From an optimization exercise on the open Yosys and OpenROAD flow, aimed at small area, a short achievable clock period and few clock cycles; shortcuts taken in it are not production practice. Function was checked by simulation only, so behaviour that the tests miss may differ from the original.

==> wip/fjord: inputs <==
==> flow/design.v <==
module mips_core (
	input         clk,
	input         rst,           
	output [31:0] imem_addr,
	input  [31:0] imem_rdata,
	output [31:0] dmem_addr,
	output [31:0] dmem_wdata,
	output        dmem_we,
	input  [31:0] dmem_rdata,
	output        halt
);
	reg  [9:0]  pc;                  
	reg  [31:0] ir;                  
	reg  [9:0]  tgtD;                
	reg         vD;                  
	reg  [31:0] aX, bX;              
	reg  [15:0] immX;                
	reg  [9:0]  tgtX;                
	reg  [4:0]  rdX;
	reg         weX, swX, beqX, sysX, ldX, lwX, lhX;
	reg         addX, sltX, andX, orX, norX, sllX, srlX;
	reg  [31:0] resM, wdM;           
	reg  [4:0]  rdM;
	reg         weM, swM, sysM, ldM, lwM, lhM;
	wire [31:0] valM, valM2;
	wire [32*31-1:0] rqv;            
	genvar g;
	generate
		for (g = 1; g < 32; g = g + 1) begin : R
			reg [31:0] r;
			always @(posedge clk)
				if (weM && rdM == g) r <= (g < 16) ? valM : valM2;
			assign rqv[32*(g-1) +: 32] = r;
		end
	endgenerate
	wire [31:0] ins = imem_rdata;
	wire beqF  = ins[31:26] == 6'h04;
	wire sameF = beqF & (ins[25:21] == ins[20:16]);    
	wire [9:0] tgtF = pc + 10'd1 + ins[9:0];
	wire [5:0] op = ir[31:26];
	wire [5:0] fn = ir[5:0];
	wire [4:0] rs = ir[25:21];
	wire [4:0] rt = ir[20:16];
	wire [4:0] rd = ir[15:11];
	wire isR    = op == 6'h00;
	wire isAddi = op == 6'h08;
	wire isLw   = op == 6'h23;
	wire isLh   = op == 6'h21;
	wire isLhu  = op == 6'h25;
	wire isSw   = op == 6'h2B;
	wire isBeq  = op == 6'h04;
	wire isLd   = isLw | isLh | isLhu;
	wire isImm  = isAddi | isLd | isSw;
	wire isSys  = ir == 32'h0000000c;
	wire isSub  = isR & (fn == 6'h22 | fn == 6'h2A | fn == 6'h2B);
	wire [4:0] dst = isR ? rd : rt;
	wire weD = (isR | isAddi | isLd) & (dst != 5'd0);
	wire beqSame = isBeq & (rs == rt);           
	wire hitA = weM & (rdM == rs);
	wire hitB = weM & (rdM == rt);
	reg [31:1] selA, selB;
	integer k;
	always @(*)
		for (k = 1; k < 32; k = k + 1) begin
			selA[k] = (rs == k) & ~(weM & (rdM == k));
			selB[k] = (rt == k) & ~(weM & (rdM == k));
		end
	wire [31:0] opA, opB;
	rf_read readA (selA, rqv, hitA, valM, opA);
	rf_read readB (selB, rqv, hitB, valM, opB);
	wire [3:0] immSelQ, subQ;
	genvar y;
	generate
		for (y = 0; y < 4; y = y + 1) begin : DUP
			dff1 immSelR (clk, isImm, immSelQ[y]);
			dff1 subR    (clk, isSub, subQ[y]);
		end
	endgenerate
	wire [31:0] immSelV = {{8{immSelQ[3]}}, {8{immSelQ[2]}}, {8{immSelQ[1]}}, {8{immSelQ[0]}}};
	wire [31:0] subV    = {{8{subQ[3]}}, {8{subQ[2]}}, {8{subQ[1]}}, {8{subQ[0]}}};
	wire        subX    = subQ[0];
	wire [31:0] imm32 = {{16{immX[15]}}, immX};
	wire [31:0] b  = (immSelV & imm32) | (~immSelV & bX);
	wire [31:0] bx = b ^ subV;
	wire [31:0] p0, g0, G, sum;
	wire [31:0] cin = {G[30:0], subX};    
	genvar q;
	generate
		for (q = 0; q < 32; q = q + 1) begin : PG
			xor2_g px (aX[q], bx[q], p0[q]);
			and2_g gx (aX[q], bx[q], g0[q]);
			xor2_g sx (p0[q], cin[q], sum[q]);
		end
	endgenerate
	prefix32 carries (p0, g0, subX, G);
	wire lt = ~G[31];                
	integer i;
	wire [4:0] sh = immX[10:6];
	reg  [31:0] bs, shr;
	wire [31:0] shl = bs << sh;
	always @(*)
		for (i = 0; i < 32; i = i + 1) begin
			bs[i]  = srlX ? bX[31 - i] : bX[i];
			shr[i] = shl[31 - i];
		end
	wire [31:0] orv = p0 | g0;
	wire [31:0] other = ({32{andX}} & g0)
			| ({32{orX}}  & orv)
			| ({32{norX}} & ~orv)
			| ({32{sllX}} & shl)
			| ({32{srlX}} & shr);
	wire [31:0] res;
	generate
		for (q = 0; q < 32; q = q + 1) begin : RS
			if (q == 0)      
				ao221_g r (sltX, lt, addX, sum[q], other[q], res[q]);
			else
				ao21_g r (addX, sum[q], other[q], res[q]);
		end
	endgenerate
	wire takeX = beqX & ~|p0;        
	mem_value valLo (dmem_rdata, resM, ldM, lwM, lhM, valM);
	mem_value valHi (dmem_rdata, resM, ldM, lwM, lhM, valM2);
	wire [9:0] pcNext = takeX ? tgtX :
			    sameF ? tgtF :
			    beqF  ? pc + 10'd3 : pc + 10'd1;
	wire kD = vD & ~takeX;           
	always @(posedge clk or posedge rst) begin
		if (rst) begin
			pc <= 10'd0;
			vD <= 1'b0;
			weX <= 1'b0; swX <= 1'b0; beqX <= 1'b0; sysX <= 1'b0;
			weM <= 1'b0; swM <= 1'b0; sysM <= 1'b0;
		end else begin
			pc <= pcNext;
			vD <= ~takeX;
			weX  <= kD & weD;
			swX  <= kD & isSw;
			beqX <= kD & isBeq & ~beqSame;
			sysX <= kD & isSys;
			weM  <= weX;
			swM  <= swX;
			sysM <= sysX;
		end
	end
	always @(posedge clk) begin
		ir      <= ins;
		tgtD    <= tgtF;
		aX      <= opA;
		bX      <= opB;
		immX    <= ir[15:0];
		tgtX    <= tgtD;
		rdX     <= dst;
		ldX     <= isLd;
		lwX     <= isLw;
		lhX     <= isLh;
		addX    <= isImm | (isR & (fn == 6'h20 | fn == 6'h22));
		sltX    <= isR & (fn == 6'h2A | fn == 6'h2B);
		andX    <= isR & fn == 6'h24;
		orX     <= isR & fn == 6'h25;
		norX    <= isR & fn == 6'h27;
		sllX    <= isR & fn == 6'h00;
		srlX    <= isR & fn == 6'h02;
		resM <= res;
		wdM  <= bX;
		rdM  <= rdX;
		ldM  <= ldX;
		lwM  <= lwX;
		lhM  <= lhX;
	end
	wire [9:0] pcOut;
	dffr10 pcCopy (clk, rst, pcNext, pcOut);
	assign imem_addr  = {20'd0, pcOut, 2'b00};
	assign dmem_addr  = resM;
	assign dmem_wdata = wdM;
	assign dmem_we    = swM;
	assign halt       = sysM;
endmodule
module rf_read (
	input  [31:1]        sel,
	input  [32*31-1:0]   d,
	input                byp,
	input  [31:0]        bv,
	output [31:0]        q
);
	genvar b, t;
	generate
		for (b = 0; b < 32; b = b + 1) begin : B
			wire [10:0] n;       
			for (t = 0; t < 10; t = t + 1) begin : T
				aoi222 g (sel[3*t+1], d[32*(3*t)+b], sel[3*t+2], d[32*(3*t+1)+b],
					  sel[3*t+3], d[32*(3*t+2)+b], n[t]);
			end
			nand2_g  g10 (sel[31], d[32*30+b], n[10]);
			wire o0, o1, o2;     
			nand4_g  h0 (n[0], n[1], n[2], n[3], o0);
			nand4_g  h1 (n[4], n[5], n[6], n[7], o1);
			nand3_g  h2 (n[8], n[9], n[10], o2);
			wire m0, m1;         
			nor2_g   k0 (o0, o1, m0);
			aoi21_g  k1 (byp, bv[b], o2, m1);
			nand2_g  k2 (m0, m1, q[b]);
		end
	endgenerate
endmodule
module aoi222 (
	input  a0, b0, a1, b1, a2, b2,
	output y
);
	assign y = ~((a0 & b0) | (a1 & b1) | (a2 & b2));
endmodule
module aoi21_g (
	input  a0, a1, b,
	output y
);
	assign y = ~((a0 & a1) | b);
endmodule
module nand2_g (
	input  a, b,
	output y
);
	assign y = ~(a & b);
endmodule
module nand3_g (
	input  a, b, c,
	output y
);
	assign y = ~(a & b & c);
endmodule
module nand4_g (
	input  a, b, c, d,
	output y
);
	assign y = ~(a & b & c & d);
endmodule
module nor2_g (
	input  a, b,
	output y
);
	assign y = ~(a | b);
endmodule
module prefix32 (
	input  [31:0] p,
	input  [31:0] g,
	input         c,
	output [31:0] G
);
	reg [31:0] Gs, Ps, Gn, Pn;
	integer l, i, j;
	always @(*) begin
		Gs = g;
		Ps = p;
		Gs[0] = g[0] | (p[0] & c);
		for (l = 0; l < 5; l = l + 1) begin
			Gn = Gs;
			Pn = Ps;
			for (i = 0; i < 32; i = i + 1)
				if ((i >> l) & 1) begin
					j = ((i >> l) << l) - 1;
					Gn[i] = Gs[i] | (Ps[i] & Gs[j]);
					Pn[i] = Ps[i] & Ps[j];
				end
			Gs = Gn;
			Ps = Pn;
		end
	end
	assign G = Gs;
endmodule
module xor2_g (
	input  a, b,
	output y
);
	assign y = a ^ b;
endmodule
module and2_g (
	input  a, b,
	output y
);
	assign y = a & b;
endmodule
module ao21_g (
	input  a0, a1, b,
	output y
);
	assign y = (a0 & a1) | b;
endmodule
module dff1 (
	input      clk,
	input      d,
	output reg q
);
	always @(posedge clk)
		q <= d;
endmodule
module ao221_g (
	input  a0, a1, b0, b1, c,
	output y
);
	assign y = (a0 & a1) | (b0 & b1) | c;
endmodule
module dffr10 (
	input            clk,
	input            rst,
	input      [9:0] d,
	output reg [9:0] q
);
	always @(posedge clk or posedge rst)
		if (rst)
			q <= 10'd0;
		else
			q <= d;
endmodule
module mem_value (
	input  [31:0] d,
	input  [31:0] res,
	input         ld,
	input         lw,
	input         lh,
	output [31:0] v
);
	wire [31:0] ldv = {lw ? d[31:16] : {16{lh & d[15]}}, d[15:0]};
	assign v = ld ? ldv : res;
endmodule
==> flow/flow/run.sh <==
#!/bin/bash
# Standard layout (the standard.sh, its synthesis unchanged), with:
# - gates allowed to be resized to any footprint;
# - the ports buffered with buf_2 rather than a delay cell.
# The SDC (clock period, I/O delays) is the standard flow's.
cp standard.sh standard_sh.txt.log
cat config.mk > config_in.log
echo "export SETUP_SLACK_MARGIN = 6.8" >> config.mk
echo "export MATCH_CELL_FOOTPRINT = 0" >> config.mk
echo "export BUFFER_PORTS_ARGS = -buffer_cell sky130_fd_sc_hd__buf_2" >> config.mk
bash standard.sh > standard.log 2>&1
==> flow/standard.sh <==
#!/bin/bash
# synth_recipe.tcl (not shown) runs the flow's synth.tcl, then flattens the netlist and writes it again
# the make line also repeats each setting of config.mk as NAME=value (left out here)
make -C /OpenROAD-flow-scripts/flow DESIGN_CONFIG=/design/flow/config.mk WORK_HOME=/design/flow/orfs CLKGATE_MAP_FILE= SYNTH_SCRIPT=/design/flow/synth_recipe.tcl "${@:-finish}"
==> flow/config.mk <==
export PLATFORM = sky130hd
export DESIGN_NAME = mips_core
export DESIGN_NICKNAME = mips_core
export VERILOG_FILES = /design/flow/design.v
export SDC_FILE = /design/flow/constraint.sdc
export NUM_CORES = 4
export LEC_CHECK = 0
export CAP_MARGIN = 20
export CORE_MARGIN = 2
export CORE_UTILIZATION = 50
export CTS_CLUSTER_DIAMETER = 120
export CTS_CLUSTER_SIZE = 20
export SLEW_MARGIN = 20
export SYNTH_HIERARCHICAL = 1
export SETUP_SLACK_MARGIN = 6.8
export MATCH_CELL_FOOTPRINT = 0
export BUFFER_PORTS_ARGS = -buffer_cell sky130_fd_sc_hd__buf_2
==> flow/constraint.sdc <==
create_clock -name core_clock -period 10.0 [get_ports {clk}]
set_input_delay 2.0000 -clock core_clock [delete_from_list [all_inputs] [get_ports {clk}]]
set_output_delay 2.0000 -clock core_clock [all_outputs]
set_load 0.01 [all_outputs]
==> wip/xenon (differences from wip/fjord) <==
--- a/flow/design.v
+++ b/flow/design.v
@@ -22,14 +22,14 @@
 	reg  [31:0] resM, wdM;           
 	reg  [4:0]  rdM;
 	reg         weM, swM, sysM, ldM, lwM, lhM;
-	wire [31:0] valM, valM2;
+	wire [31:0] valM;                
 	wire [32*31-1:0] rqv;            
 	genvar g;
 	generate
 		for (g = 1; g < 32; g = g + 1) begin : R
 			reg [31:0] r;
 			always @(posedge clk)
-				if (weM && rdM == g) r <= (g < 16) ? valM : valM2;
+				if (weM && rdM == g) r <= valM;
 			assign rqv[32*(g-1) +: 32] = r;
 		end
 	endgenerate
@@ -119,8 +119,8 @@
 		end
 	endgenerate
 	wire takeX = beqX & ~|p0;        
-	mem_value valLo (dmem_rdata, resM, ldM, lwM, lhM, valM);
-	mem_value valHi (dmem_rdata, resM, ldM, lwM, lhM, valM2);
+	wire [31:0] ldv = {lwM ? dmem_rdata[31:16] : {16{lhM & dmem_rdata[15]}}, dmem_rdata[15:0]};
+	assign valM = ldM ? ldv : resM;
 	wire [9:0] pcNext = takeX ? tgtX :
 			    sameF ? tgtF :
 			    beqF  ? pc + 10'd3 : pc + 10'd1;
@@ -310,14 +310,3 @@
 		else
 			q <= d;
 endmodule
-module mem_value (
-	input  [31:0] d,
-	input  [31:0] res,
-	input         ld,
-	input         lw,
-	input         lh,
-	output [31:0] v
-);
-	wire [31:0] ldv = {lw ? d[31:16] : {16{lh & d[15]}}, d[15:0]};
-	assign v = ld ? ldv : res;
-endmodule
- CORE_UTILIZATION: 50 -> 60
==> flow_metrics.env <==
export IMPL_vias_per_cell=7.73
export IMPL_die_area_um2=109000
export IMPL_switching_share_pct=31.5
export IMPL_cts_resized=253
export IMPL_cts_setup_buffers=51
export IMPL_outcome="finished clean"
export IMPL_pwr_share_seq_pct=53.0
export IMPL_grt_pass1_vias=38700
export IMPL_hpwl_um=141000
export IMPL_muxShareOfSynthArea_pct=4.12
export IMPL_clk_latency_ns=0.71
export IMPL_powerSeq_mw=6.60
export IMPL_synthAdderAreaFrac_pct=0.296
export IMPL_grt_max_degree=56
export IMPL_fin_skew_ns=0.0396
the above is filed under wip/fjord

==> flow_metrics.env <==
export IMPL_muxShareOfSynthArea_pct=3.31
export IMPL_synthAdderAreaFrac_pct=0.300
export IMPL_fin_skew_ns=0.0420
export IMPL_die_area_um2=90100
export IMPL_cts_setup_buffers=7
export IMPL_outcome="finished clean"
export IMPL_grt_max_degree=60
export IMPL_cts_resized=181
export IMPL_clk_latency_ns=0.68
export IMPL_powerSeq_mw=6.52
export IMPL_pwr_share_seq_pct=53.7
export IMPL_hpwl_um=122000
the above is filed under wip/xenon

Testbench counts of wip/fjord, summed over its fixed seeds: cycles 62,370.
Testbench counts of wip/xenon, summed over its fixed seeds: cycles 62,370.

re-timing with driven ports:
The results above use ideal ports. As a check the final layouts listed here were re-extracted and re-timed, cells and wires unchanged.
Step 1, drivers: a clkbuf_16 drives clk and a buf_2 each remaining input, both assumed.
Step 2, shift: input delay + t, output delay - t, t = (earliest + latest rising clock arrival at the registers) / 2. This alone moves slack from input paths to output paths.
Slacks: ideal / step 1 / step 2; pairs: ideal / step 1.
run | shift t [ns] | setup slack, ns | worst setup path after step 2 | clock arrival spread, ns
wip/fjord | 0.767 | 6.617 / 6.657 / 5.890 | input to register | 0.042 / 0.042
wip/xenon | 0.723 | 6.516 / 6.516 / 5.895 | input to register | 0.042 / 0.042
After both steps setup and hold are still met in every run listed. For wip/fjord, which loses most, drivers alone change the setup slack by +0.040 ns; drivers and shift together by -0.727 ns.
